From an optimization exercise on the open Yosys and OpenROAD flow, aimed at small area and a short achievable clock period; shortcuts taken in it are not production practice. Only simulation tests tie the RTL to the original design; equivalence was not proved. Power and IR drop assume default switching activity.

**flow/run.sh**
```bash
#!/bin/bash
# The standard layout (standard.sh) with three changes:
#  - synthesis is the standard synthesis with ABC's mapping script replaced by
#    flow/abc.script (flow/synth.tcl); the registers are the standard synthesis's;
#  - every port is buffered by the smallest buffer cell instead of the one buffer_ports
#    picks by default;
#  - repair_timing aims for 44 ns of setup slack (SETUP_SLACK_MARGIN) instead of 0, so the
#    resizer upsizes the critical path; the clock and constraints stay the design's.
# Each tool's output lands in the ORFS logs under orfs/logs/; make's own output goes to
# standard_flow.log in this folder.
set -euo pipefail
bash standard.sh "SYNTH_SCRIPT=$PWD/flow/synth.tcl" \
  "BUFFER_PORTS_ARGS=-buffer_cell sky130_fd_sc_hd__buf_1" \
  SETUP_SLACK_MARGIN=44 finish > standard_flow.log 2>&1
```
**flow/abc.script**
```
strash
&get -n
&st
&dch
&nf
&put
topo
stime -c
```
**flow/synth.tcl**
```tcl
# The standard synthesis (synth_recipe.tcl in the work folder), with ABC's mapping script
# replaced by flow/abc.script. Only the combinational mapping changes; the registers are the
# standard synthesis's.
set my_flow_dir [file dirname [file normalize [info script]]]
proc abc {args} {
  set i [lsearch -exact $args -script]
  if {$i >= 0} { lset args [expr {$i + 1}] [file join $::my_flow_dir abc.script] }
  yosys abc {*}$args
}
source [file join [file dirname $my_flow_dir] synth_recipe.tcl]
```
**standard.sh**
```bash
#!/bin/bash
# synth_recipe.tcl (not shown) runs the flow's synth.tcl, then flattens the netlist and writes it again
# the make line also repeats each setting of config.mk as NAME=value (left out here)
make -C /OpenROAD-flow-scripts/flow DESIGN_CONFIG=/design/flow/config.mk WORK_HOME=/design/flow/orfs CLKGATE_MAP_FILE= SYNTH_SCRIPT=/design/flow/synth_recipe.tcl "${@:-finish}"
```
**config.mk**
```make
export PLATFORM = sky130hd
export DESIGN_NAME = ALU_TOP
export DESIGN_NICKNAME = ALU_TOP
export VERILOG_FILES = /design/flow/design.v
export SDC_FILE = /design/flow/constraint.sdc
export NUM_CORES = 4
export LEC_CHECK = 0
export ABC_AREA = 1
export CAP_MARGIN = 20
export CORE_MARGIN = 2
export CORE_UTILIZATION = 40
export SLEW_MARGIN = 20
```
**constraint.sdc**
```tcl
create_clock -name core_clock -period 95.0 [get_ports {CLK}]
set_input_delay 19.0000 -clock core_clock [delete_from_list [all_inputs] [get_ports {CLK}]]
set_output_delay 19.0000 -clock core_clock [all_outputs]
set_load 0.01 [all_outputs]
```
**design.v**
```verilog
module Decoder_Unit (
input wire [1:0] ALU_FUN,
output wire Arith_Enable, Logic_Enable, CMP_Enable, Shift_Enable
	);
assign Arith_Enable = (ALU_FUN == 2'b00);
assign Logic_Enable = (ALU_FUN == 2'b01);
assign CMP_Enable   = (ALU_FUN == 2'b10);
assign Shift_Enable = (ALU_FUN == 2'b11);
endmodule
module ALU_MUL (
  input  wire [15:0] A,
  input  wire [15:0] B,
  output wire [31:0] P
);
wire one1;
wire two2;
wire neg3;
wire pp4;
wire pp5;
wire pp6;
wire pp7;
wire pp8;
wire pp9;
wire pp10;
wire pp11;
wire pp12;
wire pp13;
wire pp14;
wire pp15;
wire pp16;
wire pp17;
wire pp18;
wire pp19;
wire pp20;
wire one21;
wire two22;
wire neg23;
wire pp24;
wire pp25;
wire pp26;
wire pp27;
wire pp28;
wire pp29;
wire pp30;
wire pp31;
wire pp32;
wire pp33;
wire pp34;
wire pp35;
wire pp36;
wire pp37;
wire pp38;
wire pp39;
wire pp40;
wire one41;
wire two42;
wire neg43;
wire pp44;
wire pp45;
wire pp46;
wire pp47;
wire pp48;
wire pp49;
wire pp50;
wire pp51;
wire pp52;
wire pp53;
wire pp54;
wire pp55;
wire pp56;
wire pp57;
wire pp58;
wire pp59;
wire pp60;
wire one61;
wire two62;
wire neg63;
wire pp64;
wire pp65;
wire pp66;
wire pp67;
wire pp68;
wire pp69;
wire pp70;
wire pp71;
wire pp72;
wire pp73;
wire pp74;
wire pp75;
wire pp76;
wire pp77;
wire pp78;
wire pp79;
wire pp80;
wire one81;
wire two82;
wire neg83;
wire pp84;
wire pp85;
wire pp86;
wire pp87;
wire pp88;
wire pp89;
wire pp90;
wire pp91;
wire pp92;
wire pp93;
wire pp94;
wire pp95;
wire pp96;
wire pp97;
wire pp98;
wire pp99;
wire pp100;
wire one101;
wire two102;
wire neg103;
wire pp104;
wire pp105;
wire pp106;
wire pp107;
wire pp108;
wire pp109;
wire pp110;
wire pp111;
wire pp112;
wire pp113;
wire pp114;
wire pp115;
wire pp116;
wire pp117;
wire pp118;
wire pp119;
wire pp120;
wire one121;
wire two122;
wire neg123;
wire pp124;
wire pp125;
wire pp126;
wire pp127;
wire pp128;
wire pp129;
wire pp130;
wire pp131;
wire pp132;
wire pp133;
wire pp134;
wire pp135;
wire pp136;
wire pp137;
wire pp138;
wire pp139;
wire pp140;
wire one141;
wire two142;
wire neg143;
wire pp144;
wire pp145;
wire pp146;
wire pp147;
wire pp148;
wire pp149;
wire pp150;
wire pp151;
wire pp152;
wire pp153;
wire pp154;
wire pp155;
wire pp156;
wire pp157;
wire pp158;
wire pp159;
wire pp160;
wire s161;
wire c162;
wire s163;
wire c164;
wire s165;
wire c166;
wire s167;
wire c168;
wire s169;
wire c170;
wire s171;
wire c172;
wire s173;
wire c174;
wire s175;
wire c176;
wire s177;
wire c178;
wire s179;
wire c180;
wire s181;
wire c182;
wire s183;
wire c184;
wire s185;
wire c186;
wire s187;
wire c188;
wire s189;
wire c190;
wire s191;
wire c192;
wire s193;
wire c194;
wire s195;
wire c196;
wire s197;
wire c198;
wire s199;
wire c200;
wire s201;
wire c202;
wire s203;
wire c204;
wire s205;
wire c206;
wire s207;
wire c208;
wire s209;
wire c210;
wire s211;
wire c212;
wire s213;
wire c214;
wire s215;
wire c216;
wire s217;
wire c218;
wire s219;
wire c220;
wire s221;
wire c222;
wire s223;
wire c224;
wire s225;
wire c226;
wire s227;
wire c228;
wire s229;
wire c230;
wire s231;
wire c232;
wire s233;
wire c234;
wire s235;
wire c236;
wire s237;
wire c238;
wire s239;
wire c240;
wire s241;
wire c242;
wire s243;
wire c244;
wire s245;
wire c246;
wire s247;
wire c248;
wire s249;
wire c250;
wire s251;
wire c252;
wire s253;
wire c254;
wire s255;
wire c256;
wire s257;
wire c258;
wire s259;
wire c260;
wire s261;
wire c262;
wire s263;
wire c264;
wire s265;
wire c266;
wire s267;
wire c268;
wire s269;
wire c270;
wire s271;
wire c272;
wire s273;
wire c274;
wire s275;
wire c276;
wire s277;
wire c278;
wire s279;
wire c280;
wire s281;
wire c282;
wire s283;
wire c284;
wire s285;
wire c286;
wire s287;
wire c288;
wire s289;
wire c290;
wire s291;
wire c292;
wire s293;
wire c294;
wire s295;
wire c296;
wire s297;
wire c298;
wire s299;
wire c300;
wire s301;
wire c302;
wire s303;
wire c304;
wire s305;
wire c306;
wire s307;
wire c308;
wire s309;
wire c310;
wire s311;
wire c312;
wire s313;
wire c314;
wire s315;
wire c316;
wire s317;
wire c318;
wire s319;
wire c320;
wire s321;
wire c322;
wire s323;
wire c324;
wire s325;
wire c326;
wire s327;
wire c328;
wire s329;
wire c330;
wire s331;
wire c332;
wire s333;
wire c334;
wire s335;
wire c336;
wire s337;
wire c338;
wire s339;
wire c340;
wire s341;
wire c342;
wire s343;
wire c344;
wire s345;
wire c346;
wire s347;
wire c348;
wire s349;
wire c350;
wire s351;
wire c352;
wire s353;
wire c354;
wire s355;
wire c356;
wire s357;
wire c358;
wire s359;
wire c360;
wire s361;
wire c362;
wire s363;
wire c364;
wire s365;
wire c366;
wire s367;
wire c368;
wire s369;
wire c370;
wire s371;
wire c372;
wire s373;
wire c374;
wire s375;
wire c376;
wire s377;
wire c378;
wire s379;
wire c380;
wire s381;
wire c382;
wire s383;
wire c384;
wire s385;
wire c386;
wire s387;
wire c388;
wire s389;
wire c390;
wire s391;
wire c392;
wire s393;
wire c394;
wire s395;
wire c396;
wire s397;
wire c398;
wire s399;
wire c400;
wire s401;
wire c402;
wire s403;
wire c404;
wire s405;
wire c406;
wire s407;
wire c408;
wire s409;
wire c410;
wire s411;
wire c412;
wire s413;
wire c414;
wire s415;
wire c416;
wire s417;
wire c418;
wire s419;
wire c420;
wire s421;
wire c422;
wire s423;
wire c424;
wire s425;
wire c426;
wire s427;
wire c428;
wire s429;
wire c430;
wire s431;
wire c432;
wire s433;
wire c434;
wire s435;
wire c436;
wire s437;
wire c438;
wire s439;
wire c440;
wire s441;
wire c442;
wire s443;
wire c444;
wire s445;
wire c446;
wire s447;
assign one1 = B[0] ^ 1'b0;
assign two2 = (B[1] & ~B[0] & ~1'b0) | (~B[1] & B[0] & 1'b0);
assign neg3 = B[1];
assign pp4 = ((one1 & A[0]) | (two2 & 1'b0)) ^ neg3;
assign pp5 = ((one1 & A[1]) | (two2 & A[0])) ^ neg3;
assign pp6 = ((one1 & A[2]) | (two2 & A[1])) ^ neg3;
assign pp7 = ((one1 & A[3]) | (two2 & A[2])) ^ neg3;
assign pp8 = ((one1 & A[4]) | (two2 & A[3])) ^ neg3;
assign pp9 = ((one1 & A[5]) | (two2 & A[4])) ^ neg3;
assign pp10 = ((one1 & A[6]) | (two2 & A[5])) ^ neg3;
assign pp11 = ((one1 & A[7]) | (two2 & A[6])) ^ neg3;
assign pp12 = ((one1 & A[8]) | (two2 & A[7])) ^ neg3;
assign pp13 = ((one1 & A[9]) | (two2 & A[8])) ^ neg3;
assign pp14 = ((one1 & A[10]) | (two2 & A[9])) ^ neg3;
assign pp15 = ((one1 & A[11]) | (two2 & A[10])) ^ neg3;
assign pp16 = ((one1 & A[12]) | (two2 & A[11])) ^ neg3;
assign pp17 = ((one1 & A[13]) | (two2 & A[12])) ^ neg3;
assign pp18 = ((one1 & A[14]) | (two2 & A[13])) ^ neg3;
assign pp19 = ((one1 & A[15]) | (two2 & A[14])) ^ neg3;
assign pp20 = ~(((one1 & A[15]) | (two2 & A[15])) ^ neg3);
assign one21 = B[2] ^ B[1];
assign two22 = (B[3] & ~B[2] & ~B[1]) | (~B[3] & B[2] & B[1]);
assign neg23 = B[3];
assign pp24 = ((one21 & A[0]) | (two22 & 1'b0)) ^ neg23;
assign pp25 = ((one21 & A[1]) | (two22 & A[0])) ^ neg23;
assign pp26 = ((one21 & A[2]) | (two22 & A[1])) ^ neg23;
assign pp27 = ((one21 & A[3]) | (two22 & A[2])) ^ neg23;
assign pp28 = ((one21 & A[4]) | (two22 & A[3])) ^ neg23;
assign pp29 = ((one21 & A[5]) | (two22 & A[4])) ^ neg23;
assign pp30 = ((one21 & A[6]) | (two22 & A[5])) ^ neg23;
assign pp31 = ((one21 & A[7]) | (two22 & A[6])) ^ neg23;
assign pp32 = ((one21 & A[8]) | (two22 & A[7])) ^ neg23;
assign pp33 = ((one21 & A[9]) | (two22 & A[8])) ^ neg23;
assign pp34 = ((one21 & A[10]) | (two22 & A[9])) ^ neg23;
assign pp35 = ((one21 & A[11]) | (two22 & A[10])) ^ neg23;
assign pp36 = ((one21 & A[12]) | (two22 & A[11])) ^ neg23;
assign pp37 = ((one21 & A[13]) | (two22 & A[12])) ^ neg23;
assign pp38 = ((one21 & A[14]) | (two22 & A[13])) ^ neg23;
assign pp39 = ((one21 & A[15]) | (two22 & A[14])) ^ neg23;
assign pp40 = ~(((one21 & A[15]) | (two22 & A[15])) ^ neg23);
assign one41 = B[4] ^ B[3];
assign two42 = (B[5] & ~B[4] & ~B[3]) | (~B[5] & B[4] & B[3]);
assign neg43 = B[5];
assign pp44 = ((one41 & A[0]) | (two42 & 1'b0)) ^ neg43;
assign pp45 = ((one41 & A[1]) | (two42 & A[0])) ^ neg43;
assign pp46 = ((one41 & A[2]) | (two42 & A[1])) ^ neg43;
assign pp47 = ((one41 & A[3]) | (two42 & A[2])) ^ neg43;
assign pp48 = ((one41 & A[4]) | (two42 & A[3])) ^ neg43;
assign pp49 = ((one41 & A[5]) | (two42 & A[4])) ^ neg43;
assign pp50 = ((one41 & A[6]) | (two42 & A[5])) ^ neg43;
assign pp51 = ((one41 & A[7]) | (two42 & A[6])) ^ neg43;
assign pp52 = ((one41 & A[8]) | (two42 & A[7])) ^ neg43;
assign pp53 = ((one41 & A[9]) | (two42 & A[8])) ^ neg43;
assign pp54 = ((one41 & A[10]) | (two42 & A[9])) ^ neg43;
assign pp55 = ((one41 & A[11]) | (two42 & A[10])) ^ neg43;
assign pp56 = ((one41 & A[12]) | (two42 & A[11])) ^ neg43;
assign pp57 = ((one41 & A[13]) | (two42 & A[12])) ^ neg43;
assign pp58 = ((one41 & A[14]) | (two42 & A[13])) ^ neg43;
assign pp59 = ((one41 & A[15]) | (two42 & A[14])) ^ neg43;
assign pp60 = ~(((one41 & A[15]) | (two42 & A[15])) ^ neg43);
assign one61 = B[6] ^ B[5];
assign two62 = (B[7] & ~B[6] & ~B[5]) | (~B[7] & B[6] & B[5]);
assign neg63 = B[7];
assign pp64 = ((one61 & A[0]) | (two62 & 1'b0)) ^ neg63;
assign pp65 = ((one61 & A[1]) | (two62 & A[0])) ^ neg63;
assign pp66 = ((one61 & A[2]) | (two62 & A[1])) ^ neg63;
assign pp67 = ((one61 & A[3]) | (two62 & A[2])) ^ neg63;
assign pp68 = ((one61 & A[4]) | (two62 & A[3])) ^ neg63;
assign pp69 = ((one61 & A[5]) | (two62 & A[4])) ^ neg63;
assign pp70 = ((one61 & A[6]) | (two62 & A[5])) ^ neg63;
assign pp71 = ((one61 & A[7]) | (two62 & A[6])) ^ neg63;
assign pp72 = ((one61 & A[8]) | (two62 & A[7])) ^ neg63;
assign pp73 = ((one61 & A[9]) | (two62 & A[8])) ^ neg63;
assign pp74 = ((one61 & A[10]) | (two62 & A[9])) ^ neg63;
assign pp75 = ((one61 & A[11]) | (two62 & A[10])) ^ neg63;
assign pp76 = ((one61 & A[12]) | (two62 & A[11])) ^ neg63;
assign pp77 = ((one61 & A[13]) | (two62 & A[12])) ^ neg63;
assign pp78 = ((one61 & A[14]) | (two62 & A[13])) ^ neg63;
assign pp79 = ((one61 & A[15]) | (two62 & A[14])) ^ neg63;
assign pp80 = ~(((one61 & A[15]) | (two62 & A[15])) ^ neg63);
assign one81 = B[8] ^ B[7];
assign two82 = (B[9] & ~B[8] & ~B[7]) | (~B[9] & B[8] & B[7]);
assign neg83 = B[9];
assign pp84 = ((one81 & A[0]) | (two82 & 1'b0)) ^ neg83;
assign pp85 = ((one81 & A[1]) | (two82 & A[0])) ^ neg83;
assign pp86 = ((one81 & A[2]) | (two82 & A[1])) ^ neg83;
assign pp87 = ((one81 & A[3]) | (two82 & A[2])) ^ neg83;
assign pp88 = ((one81 & A[4]) | (two82 & A[3])) ^ neg83;
assign pp89 = ((one81 & A[5]) | (two82 & A[4])) ^ neg83;
assign pp90 = ((one81 & A[6]) | (two82 & A[5])) ^ neg83;
assign pp91 = ((one81 & A[7]) | (two82 & A[6])) ^ neg83;
assign pp92 = ((one81 & A[8]) | (two82 & A[7])) ^ neg83;
assign pp93 = ((one81 & A[9]) | (two82 & A[8])) ^ neg83;
assign pp94 = ((one81 & A[10]) | (two82 & A[9])) ^ neg83;
assign pp95 = ((one81 & A[11]) | (two82 & A[10])) ^ neg83;
assign pp96 = ((one81 & A[12]) | (two82 & A[11])) ^ neg83;
assign pp97 = ((one81 & A[13]) | (two82 & A[12])) ^ neg83;
assign pp98 = ((one81 & A[14]) | (two82 & A[13])) ^ neg83;
assign pp99 = ((one81 & A[15]) | (two82 & A[14])) ^ neg83;
assign pp100 = ~(((one81 & A[15]) | (two82 & A[15])) ^ neg83);
assign one101 = B[10] ^ B[9];
assign two102 = (B[11] & ~B[10] & ~B[9]) | (~B[11] & B[10] & B[9]);
assign neg103 = B[11];
assign pp104 = ((one101 & A[0]) | (two102 & 1'b0)) ^ neg103;
assign pp105 = ((one101 & A[1]) | (two102 & A[0])) ^ neg103;
assign pp106 = ((one101 & A[2]) | (two102 & A[1])) ^ neg103;
assign pp107 = ((one101 & A[3]) | (two102 & A[2])) ^ neg103;
assign pp108 = ((one101 & A[4]) | (two102 & A[3])) ^ neg103;
assign pp109 = ((one101 & A[5]) | (two102 & A[4])) ^ neg103;
assign pp110 = ((one101 & A[6]) | (two102 & A[5])) ^ neg103;
assign pp111 = ((one101 & A[7]) | (two102 & A[6])) ^ neg103;
assign pp112 = ((one101 & A[8]) | (two102 & A[7])) ^ neg103;
assign pp113 = ((one101 & A[9]) | (two102 & A[8])) ^ neg103;
assign pp114 = ((one101 & A[10]) | (two102 & A[9])) ^ neg103;
assign pp115 = ((one101 & A[11]) | (two102 & A[10])) ^ neg103;
assign pp116 = ((one101 & A[12]) | (two102 & A[11])) ^ neg103;
assign pp117 = ((one101 & A[13]) | (two102 & A[12])) ^ neg103;
assign pp118 = ((one101 & A[14]) | (two102 & A[13])) ^ neg103;
assign pp119 = ((one101 & A[15]) | (two102 & A[14])) ^ neg103;
assign pp120 = ~(((one101 & A[15]) | (two102 & A[15])) ^ neg103);
assign one121 = B[12] ^ B[11];
assign two122 = (B[13] & ~B[12] & ~B[11]) | (~B[13] & B[12] & B[11]);
assign neg123 = B[13];
assign pp124 = ((one121 & A[0]) | (two122 & 1'b0)) ^ neg123;
assign pp125 = ((one121 & A[1]) | (two122 & A[0])) ^ neg123;
assign pp126 = ((one121 & A[2]) | (two122 & A[1])) ^ neg123;
assign pp127 = ((one121 & A[3]) | (two122 & A[2])) ^ neg123;
assign pp128 = ((one121 & A[4]) | (two122 & A[3])) ^ neg123;
assign pp129 = ((one121 & A[5]) | (two122 & A[4])) ^ neg123;
assign pp130 = ((one121 & A[6]) | (two122 & A[5])) ^ neg123;
assign pp131 = ((one121 & A[7]) | (two122 & A[6])) ^ neg123;
assign pp132 = ((one121 & A[8]) | (two122 & A[7])) ^ neg123;
assign pp133 = ((one121 & A[9]) | (two122 & A[8])) ^ neg123;
assign pp134 = ((one121 & A[10]) | (two122 & A[9])) ^ neg123;
assign pp135 = ((one121 & A[11]) | (two122 & A[10])) ^ neg123;
assign pp136 = ((one121 & A[12]) | (two122 & A[11])) ^ neg123;
assign pp137 = ((one121 & A[13]) | (two122 & A[12])) ^ neg123;
assign pp138 = ((one121 & A[14]) | (two122 & A[13])) ^ neg123;
assign pp139 = ((one121 & A[15]) | (two122 & A[14])) ^ neg123;
assign pp140 = ~(((one121 & A[15]) | (two122 & A[15])) ^ neg123);
assign one141 = B[14] ^ B[13];
assign two142 = (B[15] & ~B[14] & ~B[13]) | (~B[15] & B[14] & B[13]);
assign neg143 = B[15];
assign pp144 = ((one141 & A[0]) | (two142 & 1'b0)) ^ neg143;
assign pp145 = ((one141 & A[1]) | (two142 & A[0])) ^ neg143;
assign pp146 = ((one141 & A[2]) | (two142 & A[1])) ^ neg143;
assign pp147 = ((one141 & A[3]) | (two142 & A[2])) ^ neg143;
assign pp148 = ((one141 & A[4]) | (two142 & A[3])) ^ neg143;
assign pp149 = ((one141 & A[5]) | (two142 & A[4])) ^ neg143;
assign pp150 = ((one141 & A[6]) | (two142 & A[5])) ^ neg143;
assign pp151 = ((one141 & A[7]) | (two142 & A[6])) ^ neg143;
assign pp152 = ((one141 & A[8]) | (two142 & A[7])) ^ neg143;
assign pp153 = ((one141 & A[9]) | (two142 & A[8])) ^ neg143;
assign pp154 = ((one141 & A[10]) | (two142 & A[9])) ^ neg143;
assign pp155 = ((one141 & A[11]) | (two142 & A[10])) ^ neg143;
assign pp156 = ((one141 & A[12]) | (two142 & A[11])) ^ neg143;
assign pp157 = ((one141 & A[13]) | (two142 & A[12])) ^ neg143;
assign pp158 = ((one141 & A[14]) | (two142 & A[13])) ^ neg143;
assign pp159 = ((one141 & A[15]) | (two142 & A[14])) ^ neg143;
assign pp160 = ~(((one141 & A[15]) | (two142 & A[15])) ^ neg143);
assign s161 = pp14 ^ pp32;
assign c162 = pp14 & pp32;
assign s163 = pp15 ^ pp33;
assign c164 = pp15 & pp33;
assign s165 = pp16 ^ pp34 ^ pp52;
assign c166 = (pp16 & pp34) | (pp52 & (pp16 ^ pp34));
assign s167 = pp70 ^ pp88;
assign c168 = pp70 & pp88;
assign s169 = pp17 ^ pp35 ^ pp53;
assign c170 = (pp17 & pp35) | (pp53 & (pp17 ^ pp35));
assign s171 = pp71 ^ pp89;
assign c172 = pp71 & pp89;
assign s173 = pp18 ^ pp36 ^ pp54;
assign c174 = (pp18 & pp36) | (pp54 & (pp18 ^ pp36));
assign s175 = pp72 ^ pp90 ^ pp108;
assign c176 = (pp72 & pp90) | (pp108 & (pp72 ^ pp90));
assign s177 = pp126 ^ pp144;
assign c178 = pp126 & pp144;
assign s179 = pp19 ^ pp37 ^ pp55;
assign c180 = (pp19 & pp37) | (pp55 & (pp19 ^ pp37));
assign s181 = pp73 ^ pp91 ^ pp109;
assign c182 = (pp73 & pp91) | (pp109 & (pp73 ^ pp91));
assign s183 = pp127 ^ pp145;
assign c184 = pp127 & pp145;
assign s185 = pp20 ^ pp38 ^ pp56;
assign c186 = (pp20 & pp38) | (pp56 & (pp20 ^ pp38));
assign s187 = pp74 ^ pp92 ^ pp110;
assign c188 = (pp74 & pp92) | (pp110 & (pp74 ^ pp92));
assign s189 = ~(pp128 ^ pp146);
assign c190 = pp128 | pp146;
assign s191 = pp39 ^ pp57 ^ pp75;
assign c192 = (pp39 & pp57) | (pp75 & (pp39 ^ pp57));
assign s193 = pp93 ^ pp111 ^ pp129;
assign c194 = (pp93 & pp111) | (pp129 & (pp93 ^ pp111));
assign s195 = ~pp147;
assign c196 = pp147;
assign s197 = pp40 ^ pp58 ^ pp76;
assign c198 = (pp40 & pp58) | (pp76 & (pp40 ^ pp58));
assign s199 = pp94 ^ pp112 ^ pp130;
assign c200 = (pp94 & pp112) | (pp130 & (pp94 ^ pp112));
assign s201 = pp59 ^ pp77 ^ pp95;
assign c202 = (pp59 & pp77) | (pp95 & (pp59 ^ pp77));
assign s203 = pp113 ^ pp131;
assign c204 = pp113 & pp131;
assign s205 = pp60 ^ pp78 ^ pp96;
assign c206 = (pp60 & pp78) | (pp96 & (pp60 ^ pp78));
assign s207 = pp79 ^ pp97;
assign c208 = pp79 & pp97;
assign s209 = pp10 ^ pp28;
assign c210 = pp10 & pp28;
assign s211 = pp11 ^ pp29;
assign c212 = pp11 & pp29;
assign s213 = pp12 ^ pp30 ^ pp48;
assign c214 = (pp12 & pp30) | (pp48 & (pp12 ^ pp30));
assign s215 = pp66 ^ pp84;
assign c216 = pp66 & pp84;
assign s217 = pp13 ^ pp31 ^ pp49;
assign c218 = (pp13 & pp31) | (pp49 & (pp13 ^ pp31));
assign s219 = pp67 ^ pp85;
assign c220 = pp67 & pp85;
assign s221 = s161 ^ pp50 ^ pp68;
assign c222 = (s161 & pp50) | (pp68 & (s161 ^ pp50));
assign s223 = pp86 ^ pp104 ^ neg103;
assign c224 = (pp86 & pp104) | (neg103 & (pp86 ^ pp104));
assign s225 = c162 ^ s163 ^ pp51;
assign c226 = (c162 & s163) | (pp51 & (c162 ^ s163));
assign s227 = pp69 ^ pp87 ^ pp105;
assign c228 = (pp69 & pp87) | (pp105 & (pp69 ^ pp87));
assign s229 = c164 ^ s165 ^ s167;
assign c230 = (c164 & s165) | (s167 & (c164 ^ s165));
assign s231 = pp106 ^ pp124 ^ neg123;
assign c232 = (pp106 & pp124) | (neg123 & (pp106 ^ pp124));
assign s233 = c166 ^ c168 ^ s169;
assign c234 = (c166 & c168) | (s169 & (c166 ^ c168));
assign s235 = s171 ^ pp107 ^ pp125;
assign c236 = (s171 & pp107) | (pp125 & (s171 ^ pp107));
assign s237 = c170 ^ c172 ^ s173;
assign c238 = (c170 & c172) | (s173 & (c170 ^ c172));
assign s239 = s175 ^ s177 ^ neg143;
assign c240 = (s175 & s177) | (neg143 & (s175 ^ s177));
assign s241 = c174 ^ c176 ^ c178;
assign c242 = (c174 & c176) | (c178 & (c174 ^ c176));
assign s243 = s179 ^ s181 ^ s183;
assign c244 = (s179 & s181) | (s183 & (s179 ^ s181));
assign s245 = c180 ^ c182 ^ c184;
assign c246 = (c180 & c182) | (c184 & (c180 ^ c182));
assign s247 = s185 ^ s187 ^ s189;
assign c248 = (s185 & s187) | (s189 & (s185 ^ s187));
assign s249 = c186 ^ c188 ^ c190;
assign c250 = (c186 & c188) | (c190 & (c186 ^ c188));
assign s251 = s191 ^ s193 ^ s195;
assign c252 = (s191 & s193) | (s195 & (s191 ^ s193));
assign s253 = c192 ^ c194 ^ c196;
assign c254 = (c192 & c194) | (c196 & (c192 ^ c194));
assign s255 = s197 ^ s199 ^ pp148;
assign c256 = (s197 & s199) | (pp148 & (s197 ^ s199));
assign s257 = c198 ^ c200 ^ s201;
assign c258 = (c198 & c200) | (s201 & (c198 ^ c200));
assign s259 = ~(s203 ^ pp149);
assign c260 = s203 | pp149;
assign s261 = c202 ^ c204 ^ s205;
assign c262 = (c202 & c204) | (s205 & (c202 ^ c204));
assign s263 = pp114 ^ pp132 ^ pp150;
assign c264 = (pp114 & pp132) | (pp150 & (pp114 ^ pp132));
assign s265 = c206 ^ s207 ^ pp115;
assign c266 = (c206 & s207) | (pp115 & (c206 ^ s207));
assign s267 = ~(pp133 ^ pp151);
assign c268 = pp133 | pp151;
assign s269 = c208 ^ pp80 ^ pp98;
assign c270 = (c208 & pp80) | (pp98 & (c208 ^ pp80));
assign s271 = pp116 ^ pp134 ^ pp152;
assign c272 = (pp116 & pp134) | (pp152 & (pp116 ^ pp134));
assign s273 = pp99 ^ pp117 ^ pp135;
assign c274 = (pp99 & pp117) | (pp135 & (pp99 ^ pp117));
assign s275 = ~pp153;
assign c276 = pp153;
assign s277 = pp100 ^ pp118 ^ pp136;
assign c278 = (pp100 & pp118) | (pp136 & (pp100 ^ pp118));
assign s279 = pp119 ^ pp137;
assign c280 = pp119 & pp137;
assign s281 = pp8 ^ pp26;
assign c282 = pp8 & pp26;
assign s283 = pp9 ^ pp27;
assign c284 = pp9 & pp27;
assign s285 = s209 ^ pp46 ^ pp64;
assign c286 = (s209 & pp46) | (pp64 & (s209 ^ pp46));
assign s287 = c210 ^ s211 ^ pp47;
assign c288 = (c210 & s211) | (pp47 & (c210 ^ s211));
assign s289 = c212 ^ s213 ^ s215;
assign c290 = (c212 & s213) | (s215 & (c212 ^ s213));
assign s291 = c214 ^ c216 ^ s217;
assign c292 = (c214 & c216) | (s217 & (c214 ^ c216));
assign s293 = c218 ^ c220 ^ s221;
assign c294 = (c218 & c220) | (s221 & (c218 ^ c220));
assign s295 = c222 ^ c224 ^ s225;
assign c296 = (c222 & c224) | (s225 & (c222 ^ c224));
assign s297 = c226 ^ c228 ^ s229;
assign c298 = (c226 & c228) | (s229 & (c226 ^ c228));
assign s299 = c230 ^ c232 ^ s233;
assign c300 = (c230 & c232) | (s233 & (c230 ^ c232));
assign s301 = c234 ^ c236 ^ s237;
assign c302 = (c234 & c236) | (s237 & (c234 ^ c236));
assign s303 = c238 ^ c240 ^ s241;
assign c304 = (c238 & c240) | (s241 & (c238 ^ c240));
assign s305 = c242 ^ c244 ^ s245;
assign c306 = (c242 & c244) | (s245 & (c242 ^ c244));
assign s307 = c246 ^ c248 ^ s249;
assign c308 = (c246 & c248) | (s249 & (c246 ^ c248));
assign s309 = c250 ^ c252 ^ s253;
assign c310 = (c250 & c252) | (s253 & (c250 ^ c252));
assign s311 = c254 ^ c256 ^ s257;
assign c312 = (c254 & c256) | (s257 & (c254 ^ c256));
assign s313 = c258 ^ c260 ^ s261;
assign c314 = (c258 & c260) | (s261 & (c258 ^ c260));
assign s315 = c262 ^ c264 ^ s265;
assign c316 = (c262 & c264) | (s265 & (c262 ^ c264));
assign s317 = c266 ^ c268 ^ s269;
assign c318 = (c266 & c268) | (s269 & (c266 ^ c268));
assign s319 = c270 ^ c272 ^ s273;
assign c320 = (c270 & c272) | (s273 & (c270 ^ c272));
assign s321 = c274 ^ c276 ^ s277;
assign c322 = (c274 & c276) | (s277 & (c274 ^ c276));
assign s323 = c278 ^ s279 ^ pp155;
assign c324 = (c278 & s279) | (pp155 & (c278 ^ s279));
assign s325 = c280 ^ pp120 ^ pp138;
assign c326 = (c280 & pp120) | (pp138 & (c280 ^ pp120));
assign s327 = pp139 ^ pp157;
assign c328 = pp139 & pp157;
assign s329 = pp6 ^ pp24;
assign c330 = pp6 & pp24;
assign s331 = pp7 ^ pp25;
assign c332 = pp7 & pp25;
assign s333 = s281 ^ pp44 ^ neg43;
assign c334 = (s281 & pp44) | (neg43 & (s281 ^ pp44));
assign s335 = c282 ^ s283 ^ pp45;
assign c336 = (c282 & s283) | (pp45 & (c282 ^ s283));
assign s337 = c284 ^ s285 ^ neg63;
assign c338 = (c284 & s285) | (neg63 & (c284 ^ s285));
assign s339 = c286 ^ s287 ^ pp65;
assign c340 = (c286 & s287) | (pp65 & (c286 ^ s287));
assign s341 = c288 ^ s289 ^ neg83;
assign c342 = (c288 & s289) | (neg83 & (c288 ^ s289));
assign s343 = c290 ^ s291 ^ s219;
assign c344 = (c290 & s291) | (s219 & (c290 ^ s291));
assign s345 = c292 ^ s293 ^ s223;
assign c346 = (c292 & s293) | (s223 & (c292 ^ s293));
assign s347 = c294 ^ s295 ^ s227;
assign c348 = (c294 & s295) | (s227 & (c294 ^ s295));
assign s349 = c296 ^ s297 ^ s231;
assign c350 = (c296 & s297) | (s231 & (c296 ^ s297));
assign s351 = c298 ^ s299 ^ s235;
assign c352 = (c298 & s299) | (s235 & (c298 ^ s299));
assign s353 = c300 ^ s301 ^ s239;
assign c354 = (c300 & s301) | (s239 & (c300 ^ s301));
assign s355 = c302 ^ s303 ^ s243;
assign c356 = (c302 & s303) | (s243 & (c302 ^ s303));
assign s357 = c304 ^ s305 ^ s247;
assign c358 = (c304 & s305) | (s247 & (c304 ^ s305));
assign s359 = c306 ^ s307 ^ s251;
assign c360 = (c306 & s307) | (s251 & (c306 ^ s307));
assign s361 = c308 ^ s309 ^ s255;
assign c362 = (c308 & s309) | (s255 & (c308 ^ s309));
assign s363 = c310 ^ s311 ^ s259;
assign c364 = (c310 & s311) | (s259 & (c310 ^ s311));
assign s365 = c312 ^ s313 ^ s263;
assign c366 = (c312 & s313) | (s263 & (c312 ^ s313));
assign s367 = c314 ^ s315 ^ s267;
assign c368 = (c314 & s315) | (s267 & (c314 ^ s315));
assign s369 = c316 ^ s317 ^ s271;
assign c370 = (c316 & s317) | (s271 & (c316 ^ s317));
assign s371 = c318 ^ s319 ^ s275;
assign c372 = (c318 & s319) | (s275 & (c318 ^ s319));
assign s373 = c320 ^ s321 ^ pp154;
assign c374 = (c320 & s321) | (pp154 & (c320 ^ s321));
assign s375 = ~(c322 ^ s323);
assign c376 = c322 | s323;
assign s377 = c324 ^ s325 ^ pp156;
assign c378 = (c324 & s325) | (pp156 & (c324 ^ s325));
assign s379 = ~(c326 ^ s327);
assign c380 = c326 | s327;
assign s381 = c328 ^ pp140 ^ pp158;
assign c382 = (c328 & pp140) | (pp158 & (c328 ^ pp140));
assign s383 = ~pp159;
assign c384 = pp159;
assign s385 = pp4 ^ neg3;
assign c386 = pp4 & neg3;
assign s387 = pp5 ^ c386;
assign c388 = pp5 & c386;
assign s389 = s329 ^ neg23 ^ c388;
assign c390 = (s329 & neg23) | (c388 & (s329 ^ neg23));
assign s391 = c330 ^ s331 ^ c390;
assign c392 = (c330 & s331) | (c390 & (c330 ^ s331));
assign s393 = c332 ^ s333 ^ c392;
assign c394 = (c332 & s333) | (c392 & (c332 ^ s333));
assign s395 = c334 ^ s335 ^ c394;
assign c396 = (c334 & s335) | (c394 & (c334 ^ s335));
assign s397 = c336 ^ s337 ^ c396;
assign c398 = (c336 & s337) | (c396 & (c336 ^ s337));
assign s399 = c338 ^ s339 ^ c398;
assign c400 = (c338 & s339) | (c398 & (c338 ^ s339));
assign s401 = c340 ^ s341 ^ c400;
assign c402 = (c340 & s341) | (c400 & (c340 ^ s341));
assign s403 = c342 ^ s343 ^ c402;
assign c404 = (c342 & s343) | (c402 & (c342 ^ s343));
assign s405 = c344 ^ s345 ^ c404;
assign c406 = (c344 & s345) | (c404 & (c344 ^ s345));
assign s407 = c346 ^ s347 ^ c406;
assign c408 = (c346 & s347) | (c406 & (c346 ^ s347));
assign s409 = c348 ^ s349 ^ c408;
assign c410 = (c348 & s349) | (c408 & (c348 ^ s349));
assign s411 = c350 ^ s351 ^ c410;
assign c412 = (c350 & s351) | (c410 & (c350 ^ s351));
assign s413 = c352 ^ s353 ^ c412;
assign c414 = (c352 & s353) | (c412 & (c352 ^ s353));
assign s415 = c354 ^ s355 ^ c414;
assign c416 = (c354 & s355) | (c414 & (c354 ^ s355));
assign s417 = c356 ^ s357 ^ c416;
assign c418 = (c356 & s357) | (c416 & (c356 ^ s357));
assign s419 = c358 ^ s359 ^ c418;
assign c420 = (c358 & s359) | (c418 & (c358 ^ s359));
assign s421 = c360 ^ s361 ^ c420;
assign c422 = (c360 & s361) | (c420 & (c360 ^ s361));
assign s423 = c362 ^ s363 ^ c422;
assign c424 = (c362 & s363) | (c422 & (c362 ^ s363));
assign s425 = c364 ^ s365 ^ c424;
assign c426 = (c364 & s365) | (c424 & (c364 ^ s365));
assign s427 = c366 ^ s367 ^ c426;
assign c428 = (c366 & s367) | (c426 & (c366 ^ s367));
assign s429 = c368 ^ s369 ^ c428;
assign c430 = (c368 & s369) | (c428 & (c368 ^ s369));
assign s431 = c370 ^ s371 ^ c430;
assign c432 = (c370 & s371) | (c430 & (c370 ^ s371));
assign s433 = c372 ^ s373 ^ c432;
assign c434 = (c372 & s373) | (c432 & (c372 ^ s373));
assign s435 = c374 ^ s375 ^ c434;
assign c436 = (c374 & s375) | (c434 & (c374 ^ s375));
assign s437 = c376 ^ s377 ^ c436;
assign c438 = (c376 & s377) | (c436 & (c376 ^ s377));
assign s439 = c378 ^ s379 ^ c438;
assign c440 = (c378 & s379) | (c438 & (c378 ^ s379));
assign s441 = c380 ^ s381 ^ c440;
assign c442 = (c380 & s381) | (c440 & (c380 ^ s381));
assign s443 = c382 ^ s383 ^ c442;
assign c444 = (c382 & s383) | (c442 & (c382 ^ s383));
assign s445 = c384 ^ pp160 ^ c444;
assign c446 = (c384 & pp160) | (c444 & (c384 ^ pp160));
assign s447 = 1'b1 ^ c446;
assign P = {s447, s445, s443, s441, s439, s437, s435, s433, s431, s429, s427, s425, s423, s421, s419, s417, s415, s413, s411, s409, s407, s405, s403, s401, s399, s397, s395, s393, s391, s389, s387, s385};
endmodule
module ALU_DIV (
  input  wire [15:0] A,
  input  wire [15:0] B,
  output wire [16:0] Q    
);
wire sa = A[15];
wire sb = B[15];
wire [15:0] N;
assign N[0] = A[0];
assign N[1] = A[1] ^ (sa & (|A[0:0]));
assign N[2] = A[2] ^ (sa & (|A[1:0]));
assign N[3] = A[3] ^ (sa & (|A[2:0]));
assign N[4] = A[4] ^ (sa & (|A[3:0]));
assign N[5] = A[5] ^ (sa & (|A[4:0]));
assign N[6] = A[6] ^ (sa & (|A[5:0]));
assign N[7] = A[7] ^ (sa & (|A[6:0]));
assign N[8] = A[8] ^ (sa & (|A[7:0]));
assign N[9] = A[9] ^ (sa & (|A[8:0]));
assign N[10] = A[10] ^ (sa & (|A[9:0]));
assign N[11] = A[11] ^ (sa & (|A[10:0]));
assign N[12] = A[12] ^ (sa & (|A[11:0]));
assign N[13] = A[13] ^ (sa & (|A[12:0]));
assign N[14] = A[14] ^ (sa & (|A[13:0]));
assign N[15] = A[15] ^ (sa & (|A[14:0]));
wire ci = ~sb;
wire [15:0] Bx = B ^ {16{ci}};
wire [15:0] q;
wire [0:0] x15;
assign x15 = N[15];
wire [0:0] d15;
wire [1:0] c15;
wire [1:0] t15 = {1'b0, x15} + {1'b0, Bx[0:0]} + ci;
assign d15 = t15[0:0];
assign c15[1] = t15[1];
assign q[15] = c15[1] & (&Bx[15:1]);
wire [0:0] r15 = q[15] ? d15 : x15;
wire [1:0] x14;
assign x14 = {r15, N[14]};
wire [1:0] d14;
wire [2:0] c14;
wire [2:0] t14 = {1'b0, x14} + {1'b0, Bx[1:0]} + ci;
assign d14 = t14[1:0];
assign c14[2] = t14[2];
assign q[14] = c14[2] & (&Bx[15:2]);
wire [1:0] r14 = q[14] ? d14 : x14;
wire [2:0] x13;
assign x13 = {r14, N[13]};
wire [2:0] d13;
wire [3:0] c13;
wire [3:0] t13 = {1'b0, x13} + {1'b0, Bx[2:0]} + ci;
assign d13 = t13[2:0];
assign c13[3] = t13[3];
assign q[13] = c13[3] & (&Bx[15:3]);
wire [2:0] r13 = q[13] ? d13 : x13;
wire [3:0] x12;
assign x12 = {r13, N[12]};
wire [3:0] d12;
wire [4:0] c12;
wire [4:0] t12 = {1'b0, x12} + {1'b0, Bx[3:0]} + ci;
assign d12 = t12[3:0];
assign c12[4] = t12[4];
assign q[12] = c12[4] & (&Bx[15:4]);
wire [3:0] r12 = q[12] ? d12 : x12;
wire [4:0] x11;
assign x11 = {r12, N[11]};
wire [4:0] d11;
wire [5:0] c11;
wire [5:0] t11 = {1'b0, x11} + {1'b0, Bx[4:0]} + ci;
assign d11 = t11[4:0];
assign c11[5] = t11[5];
assign q[11] = c11[5] & (&Bx[15:5]);
wire [4:0] r11 = q[11] ? d11 : x11;
wire [5:0] x10;
assign x10 = {r11, N[10]};
wire [5:0] d10;
wire [6:0] c10;
wire [6:0] t10 = {1'b0, x10} + {1'b0, Bx[5:0]} + ci;
assign d10 = t10[5:0];
assign c10[6] = t10[6];
assign q[10] = c10[6] & (&Bx[15:6]);
wire [5:0] r10 = q[10] ? d10 : x10;
wire [6:0] x9;
assign x9 = {r10, N[9]};
wire [6:0] d9;
wire [7:0] c9;
wire [7:0] t9 = {1'b0, x9} + {1'b0, Bx[6:0]} + ci;
assign d9 = t9[6:0];
assign c9[7] = t9[7];
assign q[9] = c9[7] & (&Bx[15:7]);
wire [6:0] r9 = q[9] ? d9 : x9;
wire [7:0] x8;
assign x8 = {r9, N[8]};
wire [7:0] d8;
wire [8:0] c8;
wire [8:0] t8 = {1'b0, x8} + {1'b0, Bx[7:0]} + ci;
assign d8 = t8[7:0];
assign c8[8] = t8[8];
assign q[8] = c8[8] & (&Bx[15:8]);
wire [7:0] r8 = q[8] ? d8 : x8;
wire [8:0] x7;
assign x7 = {r8, N[7]};
wire [8:0] d7;
wire [9:0] c7;
wire [9:0] t7 = {1'b0, x7} + {1'b0, Bx[8:0]} + ci;
assign d7 = t7[8:0];
assign c7[9] = t7[9];
assign q[7] = c7[9] & (&Bx[15:9]);
wire [8:0] r7 = q[7] ? d7 : x7;
wire [9:0] x6;
assign x6 = {r7, N[6]};
wire [9:0] d6;
wire [10:0] c6;
wire [10:0] t6 = {1'b0, x6} + {1'b0, Bx[9:0]} + ci;
assign d6 = t6[9:0];
assign c6[10] = t6[10];
assign q[6] = c6[10] & (&Bx[15:10]);
wire [9:0] r6 = q[6] ? d6 : x6;
wire [10:0] x5;
assign x5 = {r6, N[5]};
wire [10:0] d5;
wire [11:0] c5;
wire [11:0] t5 = {1'b0, x5} + {1'b0, Bx[10:0]} + ci;
assign d5 = t5[10:0];
assign c5[11] = t5[11];
assign q[5] = c5[11] & (&Bx[15:11]);
wire [10:0] r5 = q[5] ? d5 : x5;
wire [11:0] x4;
assign x4 = {r5, N[4]};
wire [11:0] d4;
wire [12:0] c4;
wire [12:0] t4 = {1'b0, x4} + {1'b0, Bx[11:0]} + ci;
assign d4 = t4[11:0];
assign c4[12] = t4[12];
assign q[4] = c4[12] & (&Bx[15:12]);
wire [11:0] r4 = q[4] ? d4 : x4;
wire [12:0] x3;
assign x3 = {r4, N[3]};
wire [12:0] d3;
wire [13:0] c3;
wire [13:0] t3 = {1'b0, x3} + {1'b0, Bx[12:0]} + ci;
assign d3 = t3[12:0];
assign c3[13] = t3[13];
assign q[3] = c3[13] & (&Bx[15:13]);
wire [12:0] r3 = q[3] ? d3 : x3;
wire [13:0] x2;
assign x2 = {r3, N[2]};
wire [13:0] d2;
wire [14:0] c2;
wire [14:0] t2 = {1'b0, x2} + {1'b0, Bx[13:0]} + ci;
assign d2 = t2[13:0];
assign c2[14] = t2[14];
assign q[2] = c2[14] & (&Bx[15:14]);
wire [13:0] r2 = q[2] ? d2 : x2;
wire [14:0] x1;
assign x1 = {r2, N[1]};
wire [14:0] d1;
wire [15:0] c1;
wire [15:0] t1 = {1'b0, x1} + {1'b0, Bx[14:0]} + ci;
assign d1 = t1[14:0];
assign c1[15] = t1[15];
assign q[1] = c1[15] & (&Bx[15:15]);
wire [14:0] r1 = q[1] ? d1 : x1;
wire [15:0] x0;
assign x0 = {r1, N[0]};
wire [15:0] d0;
wire [16:0] c0;
wire [16:0] t0 = {1'b0, x0} + {1'b0, Bx[15:0]} + ci;
assign d0 = t0[15:0];
assign c0[16] = t0[16];
assign q[0] = c0[16];
wire sq = sa ^ sb;
wire [16:0] qn;
assign qn[0] = q[0];
assign qn[1] = q[1] ^ (sq & (|q[0:0]));
assign qn[2] = q[2] ^ (sq & (|q[1:0]));
assign qn[3] = q[3] ^ (sq & (|q[2:0]));
assign qn[4] = q[4] ^ (sq & (|q[3:0]));
assign qn[5] = q[5] ^ (sq & (|q[4:0]));
assign qn[6] = q[6] ^ (sq & (|q[5:0]));
assign qn[7] = q[7] ^ (sq & (|q[6:0]));
assign qn[8] = q[8] ^ (sq & (|q[7:0]));
assign qn[9] = q[9] ^ (sq & (|q[8:0]));
assign qn[10] = q[10] ^ (sq & (|q[9:0]));
assign qn[11] = q[11] ^ (sq & (|q[10:0]));
assign qn[12] = q[12] ^ (sq & (|q[11:0]));
assign qn[13] = q[13] ^ (sq & (|q[12:0]));
assign qn[14] = q[14] ^ (sq & (|q[13:0]));
assign qn[15] = q[15] ^ (sq & (|q[14:0]));
assign qn[16] = sq & (|q);
assign Q = qn;
endmodule
module ALU_ADDSUB (
  input  wire [15:0] A,
  input  wire [15:0] B,
  input  wire SUB,
  output wire [16:0] S    
);
wire [16:0] a = {A[15], A};
wire [16:0] b = {B[15], B} ^ {17{SUB}};
wire [17:0] c;
assign c[0] = SUB;
assign S[0] = a[0] ^ b[0] ^ c[0];
assign c[1] = (a[0] & b[0]) | (c[0] & (a[0] ^ b[0]));
assign S[1] = a[1] ^ b[1] ^ c[1];
assign c[2] = (a[1] & b[1]) | (c[1] & (a[1] ^ b[1]));
assign S[2] = a[2] ^ b[2] ^ c[2];
assign c[3] = (a[2] & b[2]) | (c[2] & (a[2] ^ b[2]));
assign S[3] = a[3] ^ b[3] ^ c[3];
assign c[4] = (a[3] & b[3]) | (c[3] & (a[3] ^ b[3]));
assign S[4] = a[4] ^ b[4] ^ c[4];
assign c[5] = (a[4] & b[4]) | (c[4] & (a[4] ^ b[4]));
assign S[5] = a[5] ^ b[5] ^ c[5];
assign c[6] = (a[5] & b[5]) | (c[5] & (a[5] ^ b[5]));
assign S[6] = a[6] ^ b[6] ^ c[6];
assign c[7] = (a[6] & b[6]) | (c[6] & (a[6] ^ b[6]));
assign S[7] = a[7] ^ b[7] ^ c[7];
assign c[8] = (a[7] & b[7]) | (c[7] & (a[7] ^ b[7]));
assign S[8] = a[8] ^ b[8] ^ c[8];
assign c[9] = (a[8] & b[8]) | (c[8] & (a[8] ^ b[8]));
assign S[9] = a[9] ^ b[9] ^ c[9];
assign c[10] = (a[9] & b[9]) | (c[9] & (a[9] ^ b[9]));
assign S[10] = a[10] ^ b[10] ^ c[10];
assign c[11] = (a[10] & b[10]) | (c[10] & (a[10] ^ b[10]));
assign S[11] = a[11] ^ b[11] ^ c[11];
assign c[12] = (a[11] & b[11]) | (c[11] & (a[11] ^ b[11]));
assign S[12] = a[12] ^ b[12] ^ c[12];
assign c[13] = (a[12] & b[12]) | (c[12] & (a[12] ^ b[12]));
assign S[13] = a[13] ^ b[13] ^ c[13];
assign c[14] = (a[13] & b[13]) | (c[13] & (a[13] ^ b[13]));
assign S[14] = a[14] ^ b[14] ^ c[14];
assign c[15] = (a[14] & b[14]) | (c[14] & (a[14] ^ b[14]));
assign S[15] = a[15] ^ b[15] ^ c[15];
assign c[16] = (a[15] & b[15]) | (c[15] & (a[15] ^ b[15]));
assign S[16] = a[16] ^ b[16] ^ c[16];
endmodule
module LOGIC_UNIT (
input wire [15:0] A,
input wire [15:0] B,
input wire [1:0] ALU_FUN,
output wire [15:0] Y
	);
assign Y = (ALU_FUN[0] ? (A | B) : (A & B)) ^ {16{ALU_FUN[1]}};
endmodule
module CMP_UNIT (
input wire [16:0] D,       
input wire [1:0] ALU_FUN,
output wire [1:0] Y
	);
wire eq = ~|D[15:0];
wire lt = D[16];
wire gt = ~lt & ~eq;
assign Y[1] = ALU_FUN[1] & (ALU_FUN[0] ? lt : gt);
assign Y[0] = ALU_FUN[0] & (ALU_FUN[1] ? lt : eq);
endmodule
module SHIFT_UNIT (
input wire [15:0] A,
input wire [15:0] B,
input wire [1:0] ALU_FUN,
output wire [16:0] Y
	);
wire [15:0] X = ALU_FUN[1] ? B : A;
assign Y = ALU_FUN[0] ? {X, 1'b0} : {1'b0, X[15], X[15:1]};
endmodule
module ALU_TOP (
input wire signed [15:0] A,
input wire signed [15:0] B,
input wire [3:0] ALU_FUNC,
input wire CLK,
input wire RST,
output reg signed [31:0] Arith_OUT,
output reg [15:0] Logic_OUT,
output reg [1:0] CMP_OUT,
output reg [16:0] SHIFT_OUT,
output reg Arith_Flag, Logic_Flag, CMP_Flag, SHIFT_Flag
	);
wire Arith_Enable, Logic_Enable, CMP_Enable, Shift_Enable;
Decoder_Unit Decoder (
.ALU_FUN(ALU_FUNC[3:2]),
.Arith_Enable(Arith_Enable),
.Logic_Enable(Logic_Enable),
.CMP_Enable(CMP_Enable),
.Shift_Enable(Shift_Enable)
	);
wire sub = ALU_FUNC[0] | ALU_FUNC[3];
wire [16:0] sum;
ALU_ADDSUB AddSub (.A(A), .B(B), .SUB(sub), .S(sum));
wire [31:0] prod;
ALU_MUL Mul (.A(A), .B(B), .P(prod));
wire [16:0] quo;
ALU_DIV Div (.A(A), .B(B), .Q(quo));
wire div_ok = |B;
wire sel_add = Arith_Enable & ~ALU_FUNC[1];
wire sel_mul = Arith_Enable & ALU_FUNC[1] & ~ALU_FUNC[0];
wire sel_div = Arith_Enable & ALU_FUNC[1] & ALU_FUNC[0] & div_ok;
wire [31:0] arith = ({32{sel_add}} & {{15{sum[16]}}, sum})
                  | ({32{sel_mul}} & prod)
                  | ({32{sel_div}} & {{15{quo[16]}}, quo});
wire [15:0] logic_res;
LOGIC_UNIT Logic (.A(A), .B(B), .ALU_FUN(ALU_FUNC[1:0]), .Y(logic_res));
wire [1:0] cmp_res;
CMP_UNIT Cmp (.D(sum), .ALU_FUN(ALU_FUNC[1:0]), .Y(cmp_res));
wire [16:0] shift_res;
SHIFT_UNIT Shift (.A(A), .B(B), .ALU_FUN(ALU_FUNC[1:0]), .Y(shift_res));
always @(posedge CLK or negedge RST) begin
if (!RST) begin
	Arith_OUT <= 32'b0;
	Logic_OUT <= 16'b0;
	CMP_OUT <= 2'b0;
	SHIFT_OUT <= 17'b0;
	Arith_Flag <= 1'b0;
	Logic_Flag <= 1'b0;
	CMP_Flag <= 1'b0;
	SHIFT_Flag <= 1'b0;
end else begin
	Arith_OUT <= arith;
	Logic_OUT <= Logic_Enable ? logic_res : 16'b0;
	CMP_OUT <= CMP_Enable ? cmp_res : 2'b0;
	SHIFT_OUT <= Shift_Enable ? shift_res : 17'b0;
	Arith_Flag <= Arith_Enable;
	Logic_Flag <= Logic_Enable;
	CMP_Flag <= CMP_Enable;
	SHIFT_Flag <= Shift_Enable;
end
end
endmodule
```
==> qor.csv, run 1 <==
metric,value,unit
dp_slack,39.47,ns
synth_flop_cell,dfrtp_1,
drive_above_1_share,7.75,%
io_pins,109,
antenna_found_initial,0,
vias_per_cell,5.86,
synth_area,0.0151,sq mm
required,95.14,ns
syn2layout_area_growth,14.4,%
dieArea,0.0394,sq mm
antenna_cells,0,
fin_ws,46.26,ns
grt_use_total,25.7,%
placedCellCount,2346,
fill_cells,3704,
worstMarginPinSlew,0.938,ns
synth_common_cells,"xnor2_1, ha_1, nand2_1, a21oi_1, fa_1",
start_util,40.4,%
min_period,48.74,ns
die_y,199,microns
drtIter0Drc,1156,
seq_area_frac_synth,11.7,%
io_buffer_count,108,
avgRoutedWirePerCell,21.1,microns
multi_input_area,0.0132,sq mm
yosys.area.top_type_share,18.6,%
fmax,20.5,MHz
synth.largest_area_cell,fa_1,
ant_nets,0,
vdd_drop_max,0.0194,mV
total_power,0.397,mW
ys_seq_elements,71,
rows,71,
fp.dieW,199,microns
hp-class,in2async,
whs,18.78,ns
grt_setup_unrepaired,no,
startpoint,B[15],
async_reset_ff_share,100,%
status,"complete, no violations",
yosysMostFrequentCell,xnor2_1,
grt_max_degree,72,
overflow,0,
place.gp.congestion,0.898,
cpMostUsedCell,a21oi_1,
layout.nets,2196,
clk_pin_slew_worst_paths,0.06,ns
hold_buffers,0,
yosys_warnings,1,
synth-edff-count,0,
clkSinkCount,71,
root_buffer,clkbuf_16,
critPathLaunchType,input port,
fin_setup_tns,0,ns
powerDensity,22.9,mW/mm^2
grt_pass1_vias,14100,
p_leak,6.98,nW
cts_tree,yes,
synth_cell_types,49,
finalSetupViolations,0,
drc,0,
grt_pass1_wl,79100,microns
cts_buffers,9,
syn_nets,2005,
slew_headroom,37.3,%
vias,14000,
arrival,48.88,ns
critPathKind,in2reg,
wirelength,50200,microns
crit_path_top_delay_cell,fa_1,
dp_hpwl,36100,microns
ff_latch_area,0.00178,sq mm
slew_violations,0,
first_pass_iters,6,
synthTopCellsByArea,"fa_1, xnor2_1, ha_1, dfrtp_1, a22oi_1",
path_max_fanout,21,
clock_path_buffers,2,
hold_viol_final,0,
syn_area_per_cell,9.04,sq um
post-route-period-util,51.3,%
end_kind,flop,
htree_levels,3,
core_area,0.0375,sq mm
stdcell_count,2383,
max_stage_delay,0.45,ns
maxCapViolations,0,
syn-instance-count,1676,
-- cells in the final DEF, fill, tap and decap left out, drive strengths merged, types with 24 or more instances in the layout --
cell	instances
a21o	28
mux2i	24
o21ai	92
xnor2	227
ha	150
a21oi	145
buf	169
clkinv	107
a22oi	115
dfrtp	71
fa	141
mux2	70
xor2	77
nand2	149
nor2	72
-- through the flow --
step           utilization (%)  cell area, sq um
6_report                  46.2             17300
5_1_grt                   46.2             17300
4_1_cts                   45.6             17100
3_5_place_dp              44.3             16600
3_3_place_gp              44.3             16600
2_1_floorplan                -             15100
-- layer usage --
| layer | vias to the layer above | GRT usage, % | share of wire, % |
|---|---|---|---|
| met3 | 106 | 3.46 | 7.8 |
| met1 | 6843 | 35.4 | 43 |
| met4 | 0 | 7.90 | 3.0 |
| met5 | - | 0 | 0 |
| li1 | 6416 | - | - |
| met2 | 598 | 41.8 | 46 |
-- worst max-delay path, delay by kind of cell --
family                     cells  cell delay [ns]
AOI/OAI and AO/OA             71            12.66
xor gates and xnor gates       3             0.55
adders and majority gates     16             5.78
buffers and inverters          9             1.64
muxes                         12             3.99
and+or+nand+nor               36             5.17
-- final timing paths --
path                                  to  slack (ns)  cells past startpoint
max                         Arith_OUT[7]       46.26                    147
min                        Arith_OUT[19]       18.78                      1
max in group asynchronous   Arith_OUT[3]       75.61                      1
min in group core_clock         CMP_Flag       19.05                      2
-- what timing repair did --
item / in CTS / in global routing
endpoints found under the hold margin: 0 / 0
setup buffers: 11 / 8
pin swaps: 4 / 11
gates cloned: 0 / 2
endpoints found under the setup margin: 32 / 32
gates resized for setup: 19 / 46
-- where the power goes --
part	leakage (nW)	switching, mW	internal [mW]
registers	0.956	0.00162	0.0346
logic	5.89	0.183	0.144
clock network	0.133	0.0156	0.0183
total	6.97	0.200	0.197
-- registers in the layout, indices dropped and copies added, names as in the netlist --
signal,flops
Arith_OUT,32
SHIFT_OUT,17
Logic_OUT,16
CMP_OUT,2
Arith_Flag,1
CMP_Flag,1
Logic_Flag,1
SHIFT_Flag,1
-- layout make-up --
class,count,area share (%)
multi-input combinational,1496,76.2
clock buffer,9,1.30
sequential,71,10.3
inverter,109,2.39
clock inverter,7,0.361
tap,511,3.69
timing repair buffer,180,5.83
-- logic make-up after synthesis --
kind of cell    Yosys count  share of synthesized area (%)
flops                    71                           11.7
buf+inv                 109                           2.70
xor+xnor                304                           17.6
compound gates          478                           19.9
simple gates            316                           9.37
fa+ha+maj               304                           31.9
mux                      94                           6.79
==> run 2: changes to the inputs <==
==> flow/abc.script (replaced) <==
strash
dch
map -a
topo
stime -c
--- a/config.mk
+++ b/config.mk
@@ -8,5 +8,5 @@
 export ABC_AREA = 1
 export CAP_MARGIN = 20
 export CORE_MARGIN = 2
-export CORE_UTILIZATION = 40
+export CORE_UTILIZATION = 60
 export SLEW_MARGIN = 20
==> run 2 against run 1 <==
Sequential power about the same. Non-clock buffer count down 6. Total power up 0.11%. Die area down 34%. Final cell count up 1.2%. Critical path depth up 38. Sequential cell count unchanged. Sequential share of layout area up 0.31 points. Final area down 2.9%. Count of clock-buffer cells in the layout up 1. Highest routed layer unchanged.
==> qor.csv, run 2 <==
metric,value,unit
status,"complete, no violations",
yosysMostFrequentCell,nand2_1,
io_buffer_count,108,
startpoint,B[2],
place.gp.congestion,0.935,
synthTopCellsByArea,"fa_1, xor2_1, ha_1, dfrtp_1, nand2_1",
wirelength,50200,microns
syn_area_per_cell,7.81,sq um
clock_path_buffers,2,
final_util,69.3,%
critPathKind,in2reg,
drc,0,
wirelength_met1,19700,microns
grt_use_total,37.9,%
fmax,20.5,MHz
required,95.23,ns
htree_levels,3,
vdd_drop_max,0.0384,mV
clk_pin_slew_worst_paths,0.07,ns
powerDensity,23.7,mW/mm^2
layout_common_cells,"nand2_1, xor2_1, clkinv_1",
drtIter0Drc,1398,
ys_seq_elements,71,
core_area,0.0242,sq mm
io_pins,109,
synth.largest_area_cell,fa_1,
maxCapViolations,0,
overflow,0,
root_buffer,clkbuf_16,
grt_max_degree,72,
async_reset_ff_share,100,%
synth_cell_types,35,
reg_top3,"Arith_OUT (32), SHIFT_OUT (17), Logic_OUT (16)",
dp_hpwl,36400,microns
worstMarginPinSlew,0.998,ns
avgRoutedWirePerCell,20.8,microns
synth-edff-count,0,
grt_pass1_wl,77200,microns
hold_viol_final,0,
placedCellCount,2369,
ant_nets,0,
synth_flop_cell,dfrtp_1,
layout.nets,2411,
cts_buffers,9,
stdcell_count,2411,
cts_tree,yes,
p_leak,7.39,nW
fill_cells,2100,
largest_reg_flops,32,
end_kind,flop,
antenna_found_initial,0,
syn2layout_area_growth,13.7,%
syn-instance-count,1893,
max_stage_delay,0.67,ns
grt_pass1_vias,14600,
hold_buffers,0,
setup.worst_path.end,Arith_OUT[17],
antenna_cells,0,
die_y,161,microns
syn_nets,2222,
min_period,48.82,ns
critPathLaunchType,input port,
mostFrequentLayoutCell,nand2_1,
vias_per_cell,6.27,
synth_area,0.0148,sq mm
arrival,49.05,ns
start_util,61.0,%
drive_above_1_share,8.67,%
slew_violations,0,
dr_wl_met3,4050,microns
dp_slack,39.73,ns
dieArea,0.0259,sq mm
vias,15100,
synth_common_cells,"nand2_1, xor2_1, clkinv_1, a21oi_1, o21ai_0",
hp-class,in2async,
first_pass_iters,8,
rows,57,
fp.dieW,161,microns
dr_wl_met2,23500,microns
fin_setup_tns,0,ns
slew_headroom,33.4,%
highest_layer,met4,
fin_ws,46.18,ns
finalSetupViolations,0,
yosys_warnings,1,
crit_path_top_delay_cell,clkinv_1,
seq_area_frac_synth,12.0,%
path_max_fanout,26,
top_register,Arith_OUT,
grt_setup_unrepaired,no,
whs,18.84,ns
clkSinkCount,71,
yosys.area.top_type_share,19.1,%
post-route-period-util,51.4,%
## run 2: changes by cell type in the layout (fill, tap and decap cells not counted), moves of 12 or more
cell / before / now
a21o_1: 28 / 0
a21oi_1: 134 / 171
a22oi_1: 115 / 2
clkinv_1: 106 / 206
maj3_1: 13 / 0
mux2_1: 70 / 0
mux2i_1: 22 / 1
nand2_1: 149 / 282
nand3_1: 16 / 28
nor2_1: 68 / 121
o21ai_0: 82 / 155
o22ai_1: 13 / 131
xnor2_1: 225 / 36
xor2_1: 76 / 220
## run 2: through the flow
step	area, sq um	power, mW
2_1_floorplan	14800	0.252
3_3_place_gp	15900	0.344
5_1_grt	16800	0.438
4_1_cts	16400	0.391
3_5_place_dp	15900	0.349
6_report	16800	0.398
## run 2: layout make-up
class / instances / area (sq um) / share of cell area (%)
clock buffers: 10 / 239 / 1.42
well taps: 324 / 405 / 2.41
clock inverters: 6 / 75.1 / 0.446
repair inverters: 1 / 5.00 / 0.0298
multi-input cells: 1607 / 12500 / 74.4
flip-flops and latches: 71 / 1780 / 10.6
inverters: 218 / 857 / 5.10
repair buffers: 174 / 945 / 5.62
## run 2: per-layer routing
metal  vias up  GRT usage [%]
li1       6884              -
met1      7160           49.0
met3       221           4.75
met5         -              0
met2       852           63.0
met4         0           19.2
## run 2: repair_timing
action                     in CTS  in global routing
gates resized for setup        38                 69
setup endpoints to repair      32                 32
pin swaps                       1                 15
cloned                          0                  6
buffers inserted                3                 17
## run 2: cell families after synthesis
logic type / after synthesis / share of synthesized area, %
compound gates: 563 / 21.7
xor+xnor: 265 / 15.7
fa+ha+maj: 291 / 31.8
buf+inv: 218 / 5.53
flops: 71 / 12.0
mux: 2 / 0.144
simple gates: 483 / 13.1
## run 2: critical path, delay by kind of cell
family / cells / cell delay, ns
xor+xnor: 13 / 2.22
buf+inv: 19 / 3.23
compound gates: 69 / 10.75
simple gates: 69 / 8.39
fa+ha+maj: 15 / 5.35
## run 2: how the worst min path moves through the flow
stage / from / end / cells past startpoint
floorplan: RST / Arith_Flag / 0
global placement: RST / Arith_OUT[31] / 1
detailed placement: RST / Arith_OUT[31] / 1
CTS: RST / Arith_OUT[31] / 1
global route: RST / Arith_OUT[31] / 1
finish: RST / Arith_OUT[31] / 1
## run 2: power breakdown
part,switching [mW],internal (mW),total (mW)
sequential,0.00165,0.0346,0.0362
combinational,0.189,0.135,0.324
clock,0.0157,0.0216,0.0372
total,0.207,0.191,0.398

==> afterwards: timing with drivers on the ports <==
How much do the figures lean on ideal ports? The routed layouts below were timed once more, with nothing changed but the port constraints. Step 1 assumes that a clkbuf_16 drives the clock port and a buf_2 every other input. Step 2 times the ports against the registers' clock, not the clock port: input delays grow and output delays shrink by t, the midpoint of the rising clock arrivals with the driver on. Slacks: ideal / step 1 / step 2; pairs: ideal / step 1.
run | shift t [ns] | slack for setup (ns) | worst setup path after step 2 | cell pins on the clock port's net
run 1 | 0.387 | 46.258 / 46.268 / 45.882 | input to register | 1
run 2 | 0.397 | 46.180 / 46.151 / 45.754 | input to register | 1
After both steps every run listed still meets setup and hold. For run 2, which loses most, drivers alone change the setup slack by -0.029 ns; drivers and shift together by -0.426 ns.
